This is an optimization exercise on Yosys and OpenROAD, whose aim is small area, a short achievable clock period and few clock cycles, not a production implementation. In this exercise RTL edits were held to simulation tests only and were not proved equivalent to the original.

## flow/design.v (module list and top-level ports; edited modules follow where they fit)
// module M1: 756 lines
module M1 (
		input logic clk,
		input logic reset,
		input logic M1_start,
		input logic [15:0] SRAM_read_data,
		output logic [17:0] M1_SRAM_Address,
		output logic [15:0] M1_SRAM_write_data,
		output logic M1_Status,
		output logic M1_SRAM_we_n
);
  // ...
==> flow/run.sh <==
#!/bin/bash
# synth_recipe.tcl (not shown) runs the flow's synth.tcl, then flattens the netlist and writes it again
# the make line also repeats each setting of config.mk as NAME=value (left out here)
make -C /OpenROAD-flow-scripts/flow DESIGN_CONFIG=/design/flow/config.mk WORK_HOME=/design/flow/orfs CLKGATE_MAP_FILE= SYNTH_SCRIPT=/design/flow/synth_recipe.tcl finish
==> flow/config.mk <==
export PLATFORM = sky130hd
export DESIGN_NAME = M1
export DESIGN_NICKNAME = M1
export VERILOG_FILES = /design/flow/design.v
export SDC_FILE = /design/flow/constraint.sdc
export NUM_CORES = 4
export LEC_CHECK = 0
export CAP_MARGIN = 0
export CORE_MARGIN = 2
export CORE_UTILIZATION = 75
export CTS_CLUSTER_DIAMETER = 100
export CTS_CLUSTER_SIZE = 24
export SLEW_MARGIN = 0
==> flow/constraint.sdc <==
create_clock -name core_clock -period 13.0 [get_ports {clk}]
set_input_delay 2.6000 -clock core_clock [delete_from_list [all_inputs] [get_ports {clk}]]
set_output_delay 2.6000 -clock core_clock [all_outputs]
set_load 0.01 [all_outputs]
==> summary.md, run 1 <==
| Metric | Value |
|---|---|
| WL/cell | 19.5 um |
| Top reg by flops | res |
| Comb_multi_in | 1,322 |
| Gr busiest metal | met2 |
| Dominant class by area | multi-input gates |
| Seq area share | 38.9% |
| # Max-Cap Violations | 0 |
| First-pass GRT wire length | 83,000 um |
| Fraction of area in multi-input gates | 48.1% |
| Crit path buf inv count | 2 |
| M1 GR Usage | 41.2% |
| Setup tns final | 0 ns |
| Final instance area | 26,400 um^2 |
| Placed Area | 25,800 um^2 |
| FF-to-FF Start | run$_DFFE_PN0P_ |
| Met2 routed wirelength | 26,100 um |
| Xor/xnor share of the synthesized area | 3.37% |
| Post-route minimum period | 4.33 ns |
| Post-synth top area share | 29.9% |
| Final setup fails | 0 |
| Post-synth EDFFs | 246 |
| Root Buffer | clkbuf_16 |
| Status | no timing/DRC/antenna violations |
| Fill cells | 1,988 |
| CP max FO | 31 |
| Largest net degree at the start of global routing | 68 |
| Layout cell share with drive strength beyond 1 | 5.78% |
| GRT overflow | 0 |
| Slowest stage delay, CP | 1.01 ns |
| Async S/R FF share, synth | 1.03% |
Testbench counts, summed over its fixed seeds: cycles 1,165,026.
==> run 2, diff against run 1 <==
--- a/flow/design.v
+++ b/flow/design.v
@@ -7,18 +7,19 @@
 		input logic [15:0] SRAM_read_data,
 		output logic [17:0] M1_SRAM_Address,
 		output logic [15:0] M1_SRAM_write_data,
 		output logic M1_Status,
 		output logic M1_SRAM_we_n
 );
 localparam logic [17:0] U_START_ADDRESS = 18'd38400, V_START_ADDRESS = 18'd57600,
                         RGB_START_ADDRESS = 18'd146944;
-logic        run, lead, done;    
+logic        idle, done;  
 logic [9:0]  pq;          
+logic [8:0]  lq;          
 logic        dummy;       
 logic        first;       
 logic [6:0]  k;           
 logic [15:0] yc;          
 logic [17:0] ra;          
 logic        chv;         
 logic        start_r;
 logic [7:0]  wu0, wu1, wu2, wu3, wu4, wu5, bufu;
@@ -27,17 +28,18 @@
 logic [7:0]  yl;          
 logic [22:0] yt;          
 logic [8:0]  pu, pv;      
 logic        qu, qv;      
 logic [8:0]  pa, pb, pc;  
 logic [20:0] ft;          
 logic [70:0] res;         
 logic [7:0]  b0h;
-wire idle = ~run & ~lead & ~done;
+wire l0 = lq[0], l1 = lq[1], l2 = lq[2], l3 = lq[3], l4 = lq[4];
+wire l5 = lq[5], l6 = lq[6], l7 = lq[7], l8 = lq[8];
 wire p0 = pq[0], p1 = pq[1], p2 = pq[2], p3 = pq[3], p4 = pq[4];
 wire p5 = pq[5], p6 = pq[6], p7 = pq[7], p8 = pq[8], p9 = pq[9];
 logic inrow;       
 logic tail;        
 logic to_lead;     
 always_ff @(posedge clk) begin
 	inrow <= (k <= 7'd77);
 	tail <= (k == 7'd80);
@@ -653,75 +655,72 @@
 endfunction
 wire rq_u = res[1], rq_v = res[0];
 wire [10:0] s_r = res[70:60] + res[59:49] + {10'd0, res[48]};
 wire [10:0] s_g = res[47:37] + res[36:26] + {10'd0, res[25]};
 wire [10:0] s_b = res[24:14] + res[13:3] + {10'd0, res[2]};
 wire [7:0] c_r = rq_v ? 8'd0 : clip(s_r);
 wire [7:0] c_g = (rq_u | rq_v) ? 8'd0 : clip(s_g);
 wire [7:0] c_b = rq_u ? 8'd0 : clip(s_b);
-wire nx_rd_y = run & (p2 | p6);
-wire nx_rd_u = (run & (p0 | (p9 & to_lead))) | (lead & p3);
-wire nx_rd_v = (run & p1) | (lead & (p0 | p4));
-wire nx_wr_cur  = run & ~dummy & ~tail & (p5 | p7 | p8);
-wire nx_wr_prev = ~first & ((run & ((p9 & ~to_lead) | p3 | p4)) | (lead & p8));
+wire nx_rd_y = p2 | p6;
+wire nx_rd_u = p0 | (p9 & to_lead) | l3;
+wire nx_rd_v = p1 | l0 | l4;
+wire nx_wr_cur  = ~dummy & ~tail & (p5 | p7 | p8);
+wire nx_wr_prev = ~first & ((p9 & ~to_lead) | p3 | p4 | l8);
 wire nx_wr   = nx_wr_cur | nx_wr_prev;
-wire [1:0] uv_d = lead ? {1'b0, p3 | p4} : (p9 ? 2'd0 : 2'd2);
+wire [1:0] uv_d = {p0 | p1, l3 | l4};
 wire [17:0] uv_base = (nx_rd_u ? U_START_ADDRESS : V_START_ADDRESS) + {16'd0, uv_d};
 wire [17:0] nx_uva = uv_base + {3'd0, yc[15:1]};
 always_ff @(posedge clk) begin
 	if (nx_rd_y)                  M1_SRAM_Address <= {2'b00, yc};
 	else if (nx_rd_u | nx_rd_v)   M1_SRAM_Address <= nx_uva;
 	else                          M1_SRAM_Address <= ra;
-	if (run & (p3 | p7))      M1_SRAM_write_data <= {b0h, c_r};
-	else if (run & (p4 | p8)) M1_SRAM_write_data <= {c_g, c_b};
+	if (p3 | p7)      M1_SRAM_write_data <= {b0h, c_r};
+	else if (p4 | p8) M1_SRAM_write_data <= {c_g, c_b};
 	else                      M1_SRAM_write_data <= {c_r, c_g};
 	M1_SRAM_we_n <= ~nx_wr;
-	M1_Status <= (run & p4 & tail) | (done & M1_Status);
+	M1_Status <= (p4 & tail) | (done & M1_Status);
 end
 always_ff @(posedge clk or negedge reset) begin
 	if (~reset) begin
-		start_r <= 1'b0; run <= 1'b0; lead <= 1'b0; done <= 1'b0;
+		start_r <= 1'b0; idle <= 1'b1; done <= 1'b0; pq <= 10'd0; lq <= 9'd0;
 	end else begin
 		start_r <= M1_start;
 		if (idle) begin
-			if (start_r) run <= 1'b1;
-		end else if (run) begin
-			if (p5 & tail) begin run <= 1'b0; done <= 1'b1; end
-			if (p9 & to_lead) begin run <= 1'b0; lead <= 1'b1; end
-		end else if (lead) begin
-			if (p8) begin lead <= 1'b0; run <= 1'b1; end
+			if (start_r) begin idle <= 1'b0; pq <= 10'b0001000000; end
+		end else begin
+			if (p9 & to_lead) pq <= 10'd0;
+			else if (p5 & tail) begin pq <= 10'd0; done <= 1'b1; end
+			else if (l8) pq <= 10'd1;
+			else pq <= {pq[8:0], pq[9]};
+			lq <= {lq[7:0], p9 & to_lead};
 		end
 	end
 end
 always_ff @(posedge clk) begin
-	chv <= run & (p2 | p6);
+	chv <= p2 | p6;
 	if (nx_rd_y) yc <= yc + 16'd1;
 	if (nx_wr) ra <= ra + 18'd1;
 	if (idle) begin
-		dummy <= 1'b1; first <= 1'b1; pq <= 10'b0001000000; k <= 7'd0;
+		dummy <= 1'b1; first <= 1'b1; k <= 7'd0;
 		yc <= 16'd0; ra <= RGB_START_ADDRESS;
-	end else if (run) begin
+	end else begin
 		if (p5 & ~dummy) first <= 1'b0;
 		if (p9) begin
 			if (to_lead) begin dummy <= 1'b0; k <= 7'd0; end
 			else k <= k + 7'd1;
 		end
-		pq <= {pq[8:0], pq[9]};
-	end else if (lead) begin
-		if (p8) pq <= 10'd1;
-		else pq <= {pq[8:0], pq[9]};
 	end
 end
-wire shu     = run ? (p3 | p9) : (lead & (p2 | p3 | p4 | p5 | p6 | p7));
-wire shu_bus = run ? (p3 & inrow) : (lead & (p2 | p6));
-wire shu_buf = run ? (p9 & inrow) : (lead & (p5 | p7));
-wire shv     = run ? (p4 | p9) : (lead & (p3 | p4 | p5 | p6 | p7 | p8));
-wire shv_bus = run ? (p4 & inrow) : (lead & (p3 | p7));
-wire shv_buf = run ? (p9 & inrow) : (lead & (p6 | p8));
+wire shu     = p3 | p9 | l2 | l3 | l4 | l5 | l6 | l7;
+wire shu_bus = (p3 & inrow) | l2 | l6;
+wire shu_buf = (p9 & inrow) | l5 | l7;
+wire shv     = p4 | p9 | l3 | l4 | l5 | l6 | l7 | l8;
+wire shv_bus = (p4 & inrow) | l3 | l7;
+wire shv_buf = (p9 & inrow) | l6 | l8;
 wire [7:0] nu = shu_bus ? SRAM_read_data[15:8] : shu_buf ? bufu : wu5;
 wire [7:0] nv = shv_bus ? SRAM_read_data[15:8] : shv_buf ? bufv : wv5;
 always_ff @(posedge clk) begin
 	if (shu) begin wu0 <= wu1; wu1 <= wu2; wu2 <= wu3; wu3 <= wu4; wu4 <= wu5; wu5 <= nu; end
 	if (shu_bus) bufu <= SRAM_read_data[7:0];
 	if (shv) begin wv0 <= wv1; wv1 <= wv2; wv2 <= wv3; wv3 <= wv4; wv4 <= wv5; wv5 <= nv; end
 	if (shv_bus) bufv <= SRAM_read_data[7:0];
 end
@@ -731,28 +730,28 @@
 wire [7:0] fd = chv ? wv3 : wu3;
 wire [7:0] fe = chv ? wv4 : wu4;
 wire [7:0] ff = chv ? wv5 : wu5;
 always_ff @(posedge clk) begin
 	pa <= {1'b0, fa} + {1'b0, ff};
 	pb <= {1'b0, fb} + {1'b0, fe};
 	pc <= {1'b0, fc} + {1'b0, fd};
 end
-wire ld_even = run & (p0 | p6);
+wire ld_even = p0 | p6;
 wire [8:0] nu9 = ld_even ? {1'b0, wu2} : fir_t[8:0];
 wire [8:0] nv9 = ld_even ? {1'b0, wv2} : fir_t[8:0];
 wire [8:0]  fs_lo = {1'b0, fs_ra[7:0]} + {1'b0, fs_rb[7:0]};
 wire [16:0] sr_lo = {1'b0, sr_ra[15:0]} + {1'b0, sr_rb[15:0]};
 wire [16:0] sg_lo = {1'b0, sg_ra[15:0]} + {1'b0, sg_rb[15:0]};
 wire [16:0] sb_lo = {1'b0, sb_ra[15:0]} + {1'b0, sb_rb[15:0]};
 wire [9:0]  fir_t = ft[20:11] + ft[10:1] + {9'd0, ft[0]};
 always_ff @(posedge clk) begin
 	ft <= {fs_ra[17:8], fs_rb[17:8], fs_lo[8]};
-	if (ld_even | (run & (p4 | p8))) begin pu <= nu9; qu <= ~ld_even & fir_t[9]; end
-	if (ld_even | (run & (p5 | p9))) begin pv <= nv9; qv <= ~ld_even & fir_t[9]; end
-	if (run & (p5 | p9)) begin yb <= SRAM_read_data[15:8]; yl <= SRAM_read_data[7:0]; end
-	else if (run & (p4 | p8)) yb <= yl;
-	if (run & (p3 | p5 | p7 | p9)) yt <= yt_s[24:2];
-	if (run & (p0 | p4 | p6 | p8)) res <= {sr_ra[26:16], sr_rb[26:16], sr_lo[16], sg_ra[26:16], sg_rb[26:16], sg_lo[16],
+	if (ld_even | p4 | p8) begin pu <= nu9; qu <= ~ld_even & fir_t[9]; end
+	if (ld_even | p5 | p9) begin pv <= nv9; qv <= ~ld_even & fir_t[9]; end
+	if (p5 | p9) begin yb <= SRAM_read_data[15:8]; yl <= SRAM_read_data[7:0]; end
+	else if (p4 | p8) yb <= yl;
+	if (p3 | p5 | p7 | p9) yt <= yt_s[24:2];
+	if (p0 | p4 | p6 | p8) res <= {sr_ra[26:16], sr_rb[26:16], sr_lo[16], sg_ra[26:16], sg_rb[26:16], sg_lo[16],
 	                                          sb_ra[26:16], sb_rb[26:16], sb_lo[16], qu, qv};
-	if (run & (p5 | p9)) b0h <= c_b;
+	if (p5 | p9) b0h <= c_b;
 end
 endmodule
==> flow/config.mk (replaced) <==
export PLATFORM = sky130hd
export DESIGN_NAME = M1
export DESIGN_NICKNAME = M1
export VERILOG_FILES = /design/flow/design.v
export SDC_FILE = /design/flow/constraint.sdc
export NUM_CORES = 4
export LEC_CHECK = 0
export CAP_MARGIN = 20
export CORE_MARGIN = 2
export CORE_UTILIZATION = 80
export CTS_CLUSTER_DIAMETER = 100
export CTS_CLUSTER_SIZE = 24
export SLEW_MARGIN = 20
==> summary.md, run 2 <==
| Metric | Value |
|---|---|
| Final instance area | 26,500 um^2 (+0.47%) |
| Ys flop type | edfxtp_1 |
| # port buffers | 54 |
| Largest net degree at the start of global routing | 68 (unchanged) |
| Rows | 64 |
| Die ar. | 32,600 um^2 |
| CTS Buffer Depth | 3 |
| Post-synth top area share | 29.7% (-0.25 points) |
| DRT Pass-1 Iters | 6 |
| Final nets | 2,678 |
| Critical Path RT | 10.40 ns |
| Worst setup startpoint | M1_SRAM_Address[13]$_DFF_P_ |
| Vias | 16.3k |
| Met1 Wirelength | 21,300 um |
| CP Cell Sequence | clkdlybuf4s50_1 |
| Root Buffer | clkbuf_16 |
| Final setup fails | 0 (unchanged) |
| Initial DRC Count | 1,333 |
| Kind of cell adding the most delay to the critical path | buffers and inverters |
| Post-synthesis adder-cell area fraction | 28.1% |
| Top post-synthesis cells by count | inv_1, edfxtp_1, ha_1, fa_1, dfxtp_1 |
| # Post-CTS Setup Buffers | 0 |
| Met2 routed wirelength | 29,600 um (+14%) |
| Final period util | 31.0% |
| Hold-fix buffers at CTS | 0 |
| Yosys warnings | 1 |
| Distinct cells, synth | 66 |
| PostCTS Resize Cnt | 0 |
| Top reg by flops | res |
| Synth-to-Final Area Change | 6.39% |
| Crit path buf inv count | 1 (-1) |
| Met3 wire length | 3790 um |
| Post-DP HPWL | 42,800 um |
| CTS buffer count | 21 |
| CP arrival | 1.43 ns |
| R2R Setup Slk | 9.05 ns |
| RSZ-0062 raised after global routing | no |
| Total Wirelength | 57,200 um |
| Synth Area in Compound Gates | 7.59% |
| Async S/R FF share, synth | 5.56% (+4.5 points) |
| Status | no timing/DRC/antenna violations |
| Slowest stage delay, CP | 0.55 ns (-0.46 ns) |
| R2r worst-path depth | 12 |
| WL/cell | 21.7 um (+12%) |
| Hold Fails Final Rpt | 0 |
| Cell taking the most area after synthesis | edfxtp_1 |
| Ant diodes | 0 |
| Cell count after placement | 2,598 |
| Placeable core region | 30,600 um^2 |
| Main combinational cell family by area after synthesis | adder cells |
| Xor/xnor share of the synthesized area | 3.52% (+0.15 points) |
| Clock skew | 0.0226 ns |
| Post-synth EDFFs | 246 (unchanged) |
| Top cells by area, synth | edfxtp_1, fa_1, ha_1 |
| Drt drc | 0 |
| Simple-gate share of the synthesized area | 7.82% |
| Highest routed layer | met4 |
| Register area share after synthesis | 42.2% |
| CP max FO | 1 (-97%) |
| CTS tree | yes |
| GPL Wtd Cong | 0.919 |
| Syn Nets | 2,631 |
| Tightest Hold Check Type | reg -> reg |
| Setup tns final | 0 ns (unchanged) |
| Post-route minimum period | 4.03 ns (-0.300 ns) |
| Ports | 55 |
| Max Clock Freq | 0.248 GHz |
| Synth Register Bits | 396 |
| Dpl ws | 9.09 ns |
| Initial Util | 81.4% |
| # Max-Cap Violations | 0 (unchanged) |
| First-pass GRT wire length | 91,600 um (+10%) |
| Worst reg2reg path endpoint | res[48]$_DFFE_PP_ |
| CP Class | reg -> out |
| Initial antenna violation count | 0 |
| Max reg flops | 67 |
| Clock H-tree levels | 1 |
| Via-to-Cell Ratio | 6.19 |
| Clock slew at reported path FFs | 0.09 ns |
| Levels on crit path | 1 |
| Cells after Synth | 2,178 |
| Fill cells | 1,501 (-24%) |
| Biggest regs | res (67), yt (23) |
| Sink count of the clock tree | 396 |
| Avg Inst Size Synth | 11.4 um^2 |
| Setup ws final | 8.97 ns |
| Min Hold Slack | 0.392 ns |
| Critical path endpoint | M1_SRAM_Address[13] |
| Die W | 180 um |
| Slew @ Worst Pin | 1.00 ns |
| Most frequent cells in the layout | inv_1, edfxtp_1, ha_1, fa_1, dfxtp_1 |
| Total GRT Usage | 36.1% |
| Worst skew pair latency | 0.56 ns |
| CP endpoint kind | primary output |
| Die height | 180 um |
| FF-to-FF Start | pv[6]$_DFFE_PP_ |
| Post-route ant nets | 0 |
| Slew Limit Fails | 0 |
| Vias in the first global route | 17.4k |
| Cell area after synthesis | 24,900 um^2 |
| GRT overflow | 0 (unchanged) |
| Most frequent cell after synthesis | inv_1 |
| Layout cell share with drive strength beyond 1 | 6.16% (+0.39 points) |
| Max_slew headroom | 32.7% |
| Commonest non-fill, non-tap cell in the layout | inv_1 |
| Placed Area | 25,900 um^2 (+0.37%) |
| Finished Layout Cells | 2,636 |
| Startpoint Class | register |
| Slowest stage cell, crit path | clkdlybuf4s50_1 |
| Post-synthesis mux area share | 3.83% |
run 2: cell types whose count changed after synthesis, moves of 10 or more:
cell	delta
dfxtp_1	-10
and3_1	+11
a211oi_1	+11
nor3_1	+14
a21oi_1	-24
inv_1	-12
dfrtp_1	+17
run 2: how the worst min path moves through the flow:
stage	from	end	slack [ns]	cells after the start
after global placement	pc[8]$_DFF_P_	ft[9]$_DFF_P_	0.38	0
final	pc[8]$_DFF_P_	ft[9]$_DFF_P_	0.39	0
after floorplan	pc[8]$_DFF_P_	ft[9]$_DFF_P_	0.36	0
after detailed placement	pc[8]$_DFF_P_	ft[9]$_DFF_P_	0.38	0
after global routing	pc[8]$_DFF_P_	ft[9]$_DFF_P_	0.41	0
after CTS	pc[8]$_DFF_P_	ft[9]$_DFF_P_	0.40	0
run 2: metal layers:
layer	vias to the layer above	global-route usage, %
met5	-	0
met4	0	15.0
met3	180	5.13
met2	748	64.0
met1	8044	44.6
li1	7343	-
run 2: logic make-up (layout without fill, tap and decap cells):
group	after synthesis	count (layout)
buffers and inverters	461	523
adders and majority gates	434	434
and+or+nand+nor	409	409
DFF	396	396
AOI/OAI and AO/OA	292	292
xor gates and xnor gates	100	100
muxes	86	86
run 2: cell type report:
type                    instances  area [um^2]  share of cell area (%)
clock buffers                  34          574                    2.17
clock inverters                 4         53.8                   0.203
inverters                     424         1590                    6.01
multi-input cells            1321        12700                    47.9
flip-flops and latches        396        10500                    39.6
well taps                     396          495                    1.87
repair buffers                 61          593                    2.24
run 2: metrics by stage:
step                      util, %
after global placement       84.6
after detailed placement     84.6
after CTS                    86.6
after floorplan                 -
after global routing         86.6
final                        86.6
Testbench counts of run 2, summed over its fixed seeds: cycles 1,165,026.
==> run 3, diff against run 2 <==
--- a/flow/config.mk
+++ b/flow/config.mk
@@ -7,5 +7,6 @@
 export LEC_CHECK = 0
+export ABC_AREA = 1
 export CAP_MARGIN = 20
 export CORE_MARGIN = 2
-export CORE_UTILIZATION = 80
+export CORE_UTILIZATION = 75
 export CTS_CLUSTER_DIAMETER = 100
==> summary.md, run 3 <==
| Metric | Value |
|---|---|
| Status | no timing/DRC/antenna violations |
| Max Clock Freq | 0.248 GHz (+0.17%) |
| Die W | 190 um (+5.3%) |
| Post-route ant nets | 0 (unchanged) |
| Final design utilization | 80.3% (-6.3 points) |
| Most frequent cells in the layout | inv_1, nand2_1, edfxtp_1, ha_1, fa_1 |
| Startpoint Class | register |
| Total GRT Usage | 33.8% (-2.2 points) |
| Initial antenna violation count | 0 (unchanged) |
| Max reg flops | 67 (unchanged) |
| Layout cell share with drive strength beyond 1 | 3.68% (-2.5 points) |
| Synth-to-Final Area Change | 6.19% |
| Synth Register Bits | 396 (unchanged) |
| # port buffers | 54 (unchanged) |
| # Post-CTS Setup Buffers | 0 (unchanged) |
| CTS buffer count | 20 (-4.8%) |
| Max_slew headroom | 28.1% (-4.6 points) |
| Slew @ Worst Pin | 1.07 ns (+0.0671 ns) |
| Root Buffer | clkbuf_16 |
| Initial Util | 75.6% (-5.8 points) |
| Async S/R FF share, synth | 5.56% (unchanged) |
| Most frequent cell after synthesis | inv_1 |
| Slew Limit Fails | 0 (unchanged) |
| Top reg by flops | res |
| Crit path buf inv count | 1 (unchanged) |
| Drt drc | 0 (unchanged) |
| Die ar. | 36,100 um^2 (+11%) |
| Post-DP HPWL | 46,700 um (+9.0%) |
| Sink count of the clock tree | 396 (unchanged) |
| Final setup fails | 0 (unchanged) |
| Setup ws final | 8.97 ns (+0.00686 ns) |
| Hold-fix buffers at CTS | 0 (unchanged) |
| Initial DRC Count | 1,508 (+13%) |
| Worst setup startpoint | M1_Status$_DFF_P_ |
| GRT overflow | 0 (unchanged) |
| Biggest regs | res (67), yt (23) |
| Die height | 190 um (+5.3%) |
| Post-synth EDFFs | 246 (unchanged) |
| PostCTS Resize Cnt | 0 (unchanged) |
| Avg Inst Size Synth | 9.78 um^2 (-14%) |
| Commonest non-fill, non-tap cell in the layout | inv_1 |
| GPL Wtd Cong | 0.918 (-0.15%) |
| Critical path endpoint | M1_Status |
| Post-synth top area share | 28.5% (-1.2 points) |
| CP max FO | 2 (+1) |
| Total Wirelength | 59,200 um (+3.5%) |
| Setup tns final | 0 ns (unchanged) |
| Top cells by area, synth | edfxtp_1, fa_1, ha_1 |
| Ant diodes | 0 (unchanged) |
| CP arrival | 1.43 ns (about the same) |
| Clock slew at reported path FFs | 0.09 ns (about the same) |
| Ports | 55 (unchanged) |
| Final period util | 31.0% (-0.053 points) |
| First-pass GRT wire length | 94,800 um (+3.5%) |
| Worst reg2reg path endpoint | res[48]$_DFFE_PP_ |
| Dpl ws | 9.24 ns (+0.150 ns) |
| CP Class | reg -> out |
| Worst skew pair latency | 0.55 ns (about the same) |
| R2r worst-path depth | 12 (unchanged) |
| CP endpoint kind | primary output |
| Clock skew | 0.0214 ns (-0.00120 ns) |
| Levels on crit path | 1 (unchanged) |
| CP Cell Sequence | clkdlybuf4s50_1 |
| Via-to-Cell Ratio | 5.82 (-6.0%) |
| # Max-Cap Violations | 0 (unchanged) |
| Kind of cell adding the most delay to the critical path | buffers and inverters |
| Cells after Synth | 2,651 (+22%) |
| Cell taking the most area after synthesis | edfxtp_1 |
| Rows | 68 (+6.3%) |
| Slowest stage cell, crit path | clkdlybuf4s50_1 |
| Top post-synthesis cells by count | inv_1, nand2_1, edfxtp_1, ha_1, fa_1 |
| Final nets | 3,157 (+18%) |
| Distinct cells, synth | 53 (-20%) |
| FF-to-FF Start | pv[6]$_DFFE_PP_ |
| Cell area after synthesis | 25,900 um^2 (+4.1%) |
| Yosys warnings | 1 (unchanged) |
| R2R Setup Slk | 9.28 ns (+0.23 ns) |
| RSZ-0062 raised after global routing | no |
| DRT Pass-1 Iters | 5 (-1) |
| Register area share after synthesis | 40.5% (-1.7 points) |
| Critical Path RT | 10.40 ns (about the same) |
| Tightest Hold Check Type | reg -> reg |
| Fill cells | 2,150 (+43%) |
| Vias | 18.4k (+13%) |
| Hold Fails Final Rpt | 0 (unchanged) |
| CTS tree | yes |
| CTS Buffer Depth | 3 (unchanged) |
| Syn Nets | 3,104 (+18%) |
| Placeable core region | 34,300 um^2 (+12%) |
| Ys flop type | edfxtp_1 |
| Min Hold Slack | 0.402 ns (+0.00948 ns) |
| Vias in the first global route | 18.9k (+8.3%) |
| Largest net degree at the start of global routing | 68 (unchanged) |
| WL/cell | 18.7 um (-14%) |
| Post-route minimum period | 4.03 ns (-0.00686 ns) |
| Clock H-tree levels | 1 (unchanged) |
| Slowest stage delay, CP | 0.54 ns (about the same) |
run 3: final cells by class:
type | count | area (um^2) | share of cell area, %
tap | 455 | 569 | 2.07
inverter | 600 | 2250 | 8.18
multi-input combinational | 1621 | 13000 | 47.3
timing repair buffer | 65 | 623 | 2.26
clock buffer | 31 | 542 | 1.97
sequential | 396 | 10500 | 38.1
clock inverter | 3 | 30.0 | 0.109
run 3: per-stage QoR:
step	std cells	cell area (um^2)
finish	3171	27500
global route	3171	27500
CTS	3171	27500
detailed placement	3137	27000
global placement	3137	27000
floorplan	2651	25900
run 3: cells by family after synthesis:
family / after synthesis / share of synthesized area, %
flip-flops: 396 / 40.5
AO/OA/AOI/OAI: 290 / 6.31
buffers and inverters: 634 / 9.31
adder cells (fa/ha/maj): 434 / 27.0
multiplexers: 35 / 1.52
XOR/XNOR: 60 / 2.03
AND/OR/NAND/NOR: 802 / 13.3
run 3: routing by layer:
metal / GRT usage [%] / vias up / share of wire [%]
li1: - / 8599 / -
met1: 40.5 / 8939 / 37
met2: 61.0 / 726 / 51
met3: 3.12 / 180 / 5.7
met4: 17.8 / 0 / 5.9
met5: 0 / - / 0
run 3: worst min path at each step:
stage,startpoint,end,slack (ns),cells after the start
2_1_floorplan,pc[8]$_DFF_P_,ft[9]$_DFF_P_,0.36,0
3_3_place_gp,pc[8]$_DFF_P_,ft[9]$_DFF_P_,0.38,0
3_5_place_dp,pc[8]$_DFF_P_,ft[9]$_DFF_P_,0.38,0
4_1_cts,pc[8]$_DFF_P_,ft[9]$_DFF_P_,0.40,0
5_1_grt,pc[8]$_DFF_P_,ft[9]$_DFF_P_,0.41,0
6_report,pc[8]$_DFF_P_,ft[9]$_DFF_P_,0.40,0
==> run 4, diff against run 3 <==
--- a/flow/config.mk
+++ b/flow/config.mk
@@ -7,3 +7,2 @@
 export LEC_CHECK = 0
-export ABC_AREA = 1
 export CAP_MARGIN = 20
==> summary.md, run 4 <==
| Metric | Value |
|---|---|
| Clock slew at reported path FFs | 0.10 ns (about the same) |
| Max reg flops | 67 (unchanged) |
| Final nets | 2,677 (-15%) |
| Cells after Synth | 2,178 (-18%) |
| Crit path buf inv count | 1 (unchanged) |
| WHS Path Cells | 0 (unchanged) |
| Commonest non-fill, non-tap cell in the layout | inv_1 |
| Worst skew pair latency | 0.56 ns (about the same) |
| Tightest Hold Check Type | reg -> reg |
| Top post-synthesis cells by count | inv_1, edfxtp_1, ha_1, fa_1, dfxtp_1 |
| Distinct cells, synth | 66 (+25%) |
| Slew @ Worst Pin | 1.03 ns (-0.0441 ns) |
| Status | no timing/DRC/antenna violations |
| Initial Util | 76.4% (+0.72 points) |
| Cell taking the most area after synthesis | edfxtp_1 |
| Die ar. | 34,700 um^2 (-3.9%) |
| Main combinational cell family by area after synthesis | adder cells |
| Levels on crit path | 1 (unchanged) |
| Final period util | 31.1% (+0.075 points) |
| Clock H-tree levels | 1 (unchanged) |
| Initial antenna violation count | 0 (unchanged) |
| Via-to-Cell Ratio | 5.88 (+1.1%) |
| CP Cell Sequence | clkdlybuf4s50_1 |
| Xor/xnor share of the synthesized area | 3.52% (+1.5 points) |
| Hold Fails Final Rpt | 0 (unchanged) |
| Final instance area | 26,500 um^2 (-3.7%) |
| R2R Setup Slk | 9.03 ns (-0.25 ns) |
| Critical Path RT | 10.40 ns (about the same) |
| Worst setup startpoint | M1_Status$_DFF_P_ |
| Top reg by flops | res |
| Post-synthesis adder-cell area fraction | 28.1% (+1.1 points) |
| Yosys warnings | 1 (unchanged) |
| Post-DP HPWL | 41,700 um (-11%) |
| Critical path endpoint | M1_Status |
| Layout cell share with drive strength beyond 1 | 6.08% (+2.4 points) |
| Synth-to-Final Area Change | 6.47% |
| # Max-Cap Violations | 0 (unchanged) |
| Simple-gate share of the synthesized area | 7.82% (-5.5 points) |
| Post-synth EDFFs | 246 (unchanged) |
| Ys flop type | edfxtp_1 |
| CTS buffer count | 20 (unchanged) |
| Max_slew headroom | 31.5% (+3.4 points) |
| CP arrival | 1.44 ns (about the same) |
| # port buffers | 54 (unchanged) |
| Die W | 186 um (-2.0%) |
| Total Wirelength | 53,300 um (-10%) |
| Total GRT Usage | 32.3% (-1.6 points) |
| Sink count of the clock tree | 396 (unchanged) |
| CTS tree | yes |
| Clock skew | 0.0325 ns (+0.0111 ns) |
| Die height | 186 um (-2.0%) |
| # Post-CTS Setup Buffers | 0 (unchanged) |
| PostCTS Resize Cnt | 0 (unchanged) |
| CTS Buffer Depth | 3 (unchanged) |
| Hold-fix buffers at CTS | 0 (unchanged) |
| CP Class | reg -> out |
| Synth Area in Compound Gates | 7.59% (+1.3 points) |
| Cell area after synthesis | 24,900 um^2 (-4.0%) |
| CP endpoint kind | primary output |
| Drt drc | 0 (unchanged) |
| Most frequent cells in the layout | inv_1, edfxtp_1, ha_1, fa_1, dfxtp_1 |
| Kind of cell adding the most delay to the critical path | buffers and inverters |
| Slowest stage cell, crit path | clkdlybuf4s50_1 |
| Vias | 15.8k (-15%) |
| Vias in the first global route | 16.4k (-13%) |
| Ant diodes | 0 (unchanged) |
| Post-route minimum period | 4.04 ns (+0.00979 ns) |
| Rows | 66 (-2.9%) |
| Max Clock Freq | 0.248 GHz (-0.24%) |
| DRT Pass-1 Iters | 5 (unchanged) |
| FF-to-FF Start | pv[6]$_DFFE_PP_ |
| Startpoint Class | register |
| Ports | 55 (unchanged) |
| Avg Inst Size Synth | 11.4 um^2 (+17%) |
| Post-synthesis mux area share | 3.83% (+2.3 points) |
| Top cells by area, synth | edfxtp_1, fa_1, ha_1 |
| First-pass GRT wire length | 85,500 um (-9.8%) |
| Final setup fails | 0 (unchanged) |
| Synth Register Bits | 396 (unchanged) |
| GRT overflow | 0 (unchanged) |
| Slew Limit Fails | 0 (unchanged) |
| Setup tns final | 0 ns (unchanged) |
| Post-synth top area share | 29.7% (+1.2 points) |
| Initial DRC Count | 1,120 (-26%) |
| R2r worst-path depth | 12 (unchanged) |
| Register area share after synthesis | 42.2% (+1.7 points) |
| Placed Area | 25,900 um^2 (-3.9%) |
| Biggest regs | res (67), yt (23) |
| Most frequent cell after synthesis | inv_1 |
| Worst reg2reg path endpoint | res[48]$_DFFE_PP_ |
| Async S/R FF share, synth | 5.56% (unchanged) |
| Slowest stage delay, CP | 0.53 ns (about the same) |
| RSZ-0062 raised after global routing | no |
| WL/cell | 19.9 um (+6.4%) |
| Post-route ant nets | 0 (unchanged) |
| Syn Nets | 2,631 (-15%) |
| Root Buffer | clkbuf_16 |
| GPL Wtd Cong | 0.924 (+0.68%) |
| Fill cells | 1,931 (-10%) |
| Placeable core region | 32,600 um^2 (-4.9%) |
| CP max FO | 2 (unchanged) |
| Largest net degree at the start of global routing | 68 (unchanged) |
run 4: cell count changes in the layout (fill, tap and decap cells not counted), moves of 19 or more:
cell	change
a21oi_1	-50
xnor2_1	+39
mux2_2	+40
and3_1	+19
inv_1	-167
nand3_1	-76
nor2b_1	+20
a21o_1	+32
nor2_1	+30
o21ai_0	-25
nand2_1	-377
nand4_1	-32
run 4: worst min path at each step:
| stage | start | end | slack, ns |
|---|---|---|---|
| floorplan | pc[8]$_DFF_P_ | ft[9]$_DFF_P_ | 0.36 |
| global placement | pc[8]$_DFF_P_ | ft[9]$_DFF_P_ | 0.38 |
| detailed placement | pc[8]$_DFF_P_ | ft[9]$_DFF_P_ | 0.38 |
| CTS | pc[8]$_DFF_P_ | ft[9]$_DFF_P_ | 0.39 |
| global route | pc[8]$_DFF_P_ | ft[9]$_DFF_P_ | 0.41 |
| finish | pc[8]$_DFF_P_ | ft[9]$_DFF_P_ | 0.39 |
run 4: area by class of cell:
class / count / area, um^2 / share of cell area [%]
repair buffers: 61 / 593 / 2.24
clock inverters: 2 / 32.5 / 0.123
flip-flops and latches: 396 / 10500 / 39.6
inverters: 424 / 1590 / 6.00
multi-input cells: 1321 / 12700 / 47.9
well taps: 442 / 553 / 2.09
clock buffers: 34 / 553 / 2.09
run 4: per-layer routing:
layer | share of wire [%] | global-route usage (%)
met5 | 0 | 0
met4 | 4.5 | 13.4
met3 | 5.3 | 4.15
met2 | 51 | 56.8
met1 | 39 | 40.6
run 4: cells by family after synthesis:
| family | count (synthesis) |
|---|---|
| flip-flops | 396 |
| XOR/XNOR | 100 |
| multiplexers | 86 |
| buffers and inverters | 461 |
| AO/OA/AOI/OAI | 292 |
| adder cells (fa/ha/maj) | 434 |
| AND/OR/NAND/NOR | 409 |
run 4: per-stage QoR:
stage	setup slack (ns)	hold WS (ns)	instances	util (%)
2_1_floorplan	9.44	0.364	2178	-
3_3_place_gp	9.15	0.382	2644	79.5
3_5_place_dp	9.07	0.382	2644	79.5
4_1_cts	8.95	0.395	2680	81.3
5_1_grt	8.85	0.408	2680	81.3
6_report	8.96	0.395	2680	81.3
==> run 5, diff against run 4 <==
--- a/flow/config.mk
+++ b/flow/config.mk
@@ -10,4 +10,4 @@
 export CORE_UTILIZATION = 75
-export CTS_CLUSTER_DIAMETER = 100
-export CTS_CLUSTER_SIZE = 24
+export CTS_CLUSTER_DIAMETER = 110
+export CTS_CLUSTER_SIZE = 28
 export SLEW_MARGIN = 20
==> summary.md, run 5 <==
| Metric | Value |
|---|---|
| Clock H-tree levels | 1 (unchanged) |
| Fill cells | 1,942 (+0.57%) |
| PostCTS Resize Cnt | 0 (unchanged) |
| Clock slew at reported path FFs | 0.11 ns (about the same) |
| Final period util | 31.0% (-0.033 points) |
| Die ar. | 34,700 um^2 (unchanged) |
| Final setup fails | 0 (unchanged) |
| WL/cell | 19.9 um (+0.14%) |
| FF-to-FF Start | pv[6]$_DFFE_PP_ |
| GPL Wtd Cong | 0.924 (unchanged) |
| Final instance area | 26,500 um^2 (-0.22%) |
| Most frequent cell after synthesis | inv_1 |
| CP max FO | 1 (-1) |
| Top post-synthesis cells by count | inv_1, edfxtp_1, ha_1, fa_1, dfxtp_1 |
| Largest net degree at the start of global routing | 68 (unchanged) |
| Met2 routed wirelength | 26,800 um (-0.92%) |
| Worst reg2reg path endpoint | res[48]$_DFFE_PP_ |
| Met3 wire length | 2700 um (-4.5%) |
| Initial antenna violation count | 0 (unchanged) |
| Distinct cells, synth | 66 (unchanged) |
| Worst skew pair latency | 0.55 ns (about the same) |
| Startpoint Class | register |
| Cell taking the most area after synthesis | edfxtp_1 |
| CTS buffer count | 18 (-10%) |
| Commonest non-fill, non-tap cell in the layout | inv_1 |
| CP Cell Sequence | clkdlybuf4s50_1 |
| Clock skew | 0.0293 ns (-0.00317 ns) |
| Layout cell share with drive strength beyond 1 | 6.00% (-0.079 points) |
| Rows | 66 (unchanged) |
| Root Buffer | clkbuf_16 |
| Max_slew headroom | 31.8% (+0.35 points) |
| Setup tns final | 0 ns (unchanged) |
| Slowest stage cell, crit path | clkdlybuf4s50_1 |
| CTS tree | yes |
| Cell area after synthesis | 24,900 um^2 (unchanged) |
| Highest routed layer | met4 |
| Status | no timing/DRC/antenna violations |
| Cells after Synth | 2,178 (unchanged) |
| Max reg flops | 67 (unchanged) |
| CP arrival | 1.43 ns (about the same) |
| Initial Util | 76.4% (unchanged) |
| Crit path buf inv count | 1 (unchanged) |
| First-pass GRT wire length | 84,700 um (-0.88%) |
| RSZ-0062 raised after global routing | no |
| Slew Limit Fails | 0 (unchanged) |
| # port buffers | 54 (unchanged) |
| Ant diodes | 0 (unchanged) |
| Sequential cell area | 10,500 um^2 (unchanged) |
| R2r worst-path depth | 12 (unchanged) |
| Sink count of the clock tree | 396 (unchanged) |
| CP endpoint kind | primary output |
| Post-synth top area share | 29.7% (unchanged) |
| Hold path endpoint | ft[9]$_DFF_P_ |
| Via-to-Cell Ratio | 5.87 (-0.23%) |
| WHS Path Cells | 0 (unchanged) |
| Vias | 15.7k (-0.38%) |
| Vias in the first global route | 16.2k (-0.87%) |
| Min-delay src | pc[8]$_DFF_P_ |
| # Max-Cap Violations | 0 (unchanged) |
| Area of the multi-input gates | 12,700 um^2 (about the same) |
| Initial DRC Count | 1,082 (-3.4%) |
| Biggest regs | res (67), yt (23) |
| Total GRT Usage | 32.0% (-0.26 points) |
| Top cells by area, synth | edfxtp_1, fa_1, ha_1 |
| Ys flop type | edfxtp_1 |
| Synth Register Bits | 396 (unchanged) |
| Tightest Hold Check Type | reg -> reg |
| # Post-CTS Setup Buffers | 0 (unchanged) |
| CTS Buffer Depth | 3 (unchanged) |
| Drt drc | 0 (unchanged) |
| R2R Setup Slk | 9.05 ns (+0.02 ns) |
| CP Class | reg -> out |
| DRT Pass-1 Iters | 8 (+3) |
| Final nets | 2,675 (-0.075%) |
| Avg Inst Size Synth | 11.4 um^2 (unchanged) |
| Slew @ Worst Pin | 1.02 ns (-0.0100 ns) |
| Async S/R FF share, synth | 5.56% (unchanged) |
| Post-route minimum period | 4.03 ns (-0.00435 ns) |
| Register area share after synthesis | 42.2% (unchanged) |
| Die W | 186 um (unchanged) |
| Placeable core region | 32,600 um^2 (unchanged) |
| Post-DP HPWL | 41,700 um (unchanged) |
| Post-synth EDFFs | 246 (unchanged) |
| Kind of cell adding the most delay to the critical path | buffers and inverters |
| Hold Fails Final Rpt | 0 (unchanged) |
| Post-route ant nets | 0 (unchanged) |
| GRT overflow | 0 (unchanged) |
| Synth-to-Final Area Change | 6.24% |
| Die height | 186 um (unchanged) |
| Max Clock Freq | 0.248 GHz (+0.11%) |
| Yosys warnings | 1 (unchanged) |
| Most frequent cells in the layout | inv_1, edfxtp_1, ha_1, fa_1, dfxtp_1 |
| Ports | 55 (unchanged) |
| Top reg by flops | res |
| Placed Area | 25,900 um^2 (unchanged) |
| Met1 Wirelength | 21,300 um (+1.4%) |
| Critical Path RT | 10.40 ns (about the same) |
| Slowest stage delay, CP | 0.54 ns (about the same) |
| Total Wirelength | 53,200 um (about the same) |
| Hold-fix buffers at CTS | 0 (unchanged) |
| Syn Nets | 2,631 (unchanged) |
run 5: cell counts after synthesis:
No cell type changed its count.
run 5: routing by layer:
layer	vias to the layer above	GRT usage, %
li1	7331	-
met1	7773	40.5
met2	462	56.4
met3	136	3.68
met4	0	13.7
met5	-	0
run 5: per-stage QoR:
step	utilization (%)	setup slack (ns)	hold WS, ns	cells
floorplan	-	9.44	0.364	2178
global placement	79.5	9.15	0.382	2644
detailed placement	79.5	9.07	0.382	2644
CTS	81.1	8.95	0.397	2676
global route	81.1	8.88	0.410	2676
finish	81.1	8.97	0.393	2676
run 5: cell type report:
cell class	instances	area share, %
tap	442	2.09
clock buffer	29	1.86
inverter	424	6.01
timing repair buffer	61	2.24
clock inverter	3	0.156
multi-input combinational	1321	48.0
sequential	396	39.7
run 5: kinds of logic after synthesis:
| family | Yosys count | synth area share [%] |
|---|---|---|
| adders and majority gates | 434 | 28.1 |
| xor gates and xnor gates | 100 | 3.52 |
| DFF | 396 | 42.2 |
| AOI/OAI and AO/OA | 292 | 7.59 |
| muxes | 86 | 3.83 |
| and+or+nand+nor | 409 | 7.82 |
| buffers and inverters | 461 | 6.95 |
run 5: how the worst max path moves through the flow:
stage | startpoint | endpoint | slack [ns] | cells past startpoint
global placement | pv[6]$_DFFE_PP_ | res[48]$_DFFE_PP_ | 9.15 | 12
finish | M1_SRAM_Address[5]$_DFF_P_ | M1_SRAM_Address[5] | 8.97 | 1
detailed placement | pv[6]$_DFFE_PP_ | res[48]$_DFFE_PP_ | 9.07 | 12
floorplan | pv[6]$_DFFE_PP_ | res[48]$_DFFE_PP_ | 9.44 | 12
global route | pv[6]$_DFFE_PP_ | res[48]$_DFFE_PP_ | 8.88 | 12
CTS | M1_SRAM_Address[15]$_DFF_P_ | M1_SRAM_Address[15] | 8.95 | 1

## re-timing with driven ports
In the flow no input, the clock included, has a driving cell. The finished layouts below were timed again as built, in two steps.
Step 1 assumes that a clkbuf_16 drives the clock port and a buf_2 every other input.
Step 2 also shifts input and output timing later by t, the mid clock arrival at the registers, as if the neighbouring blocks saw the same clock.
a / b / c = ideal ports / drivers / drivers and shift; a / b = the first two.
run	t (ns)	slack for setup (ns)	pins driven straight from the clock port
run 1	0.590	8.665 / 8.665 / 8.665	1
run 2	0.595	8.966 / 8.914 / 9.051	1
run 3	0.595	8.973 / 8.917 / 9.284	1
run 4	0.594	8.963 / 8.908 / 9.030	1
run 5	0.597	8.967 / 8.911 / 9.052	1
After both steps every run listed still meets setup and hold.
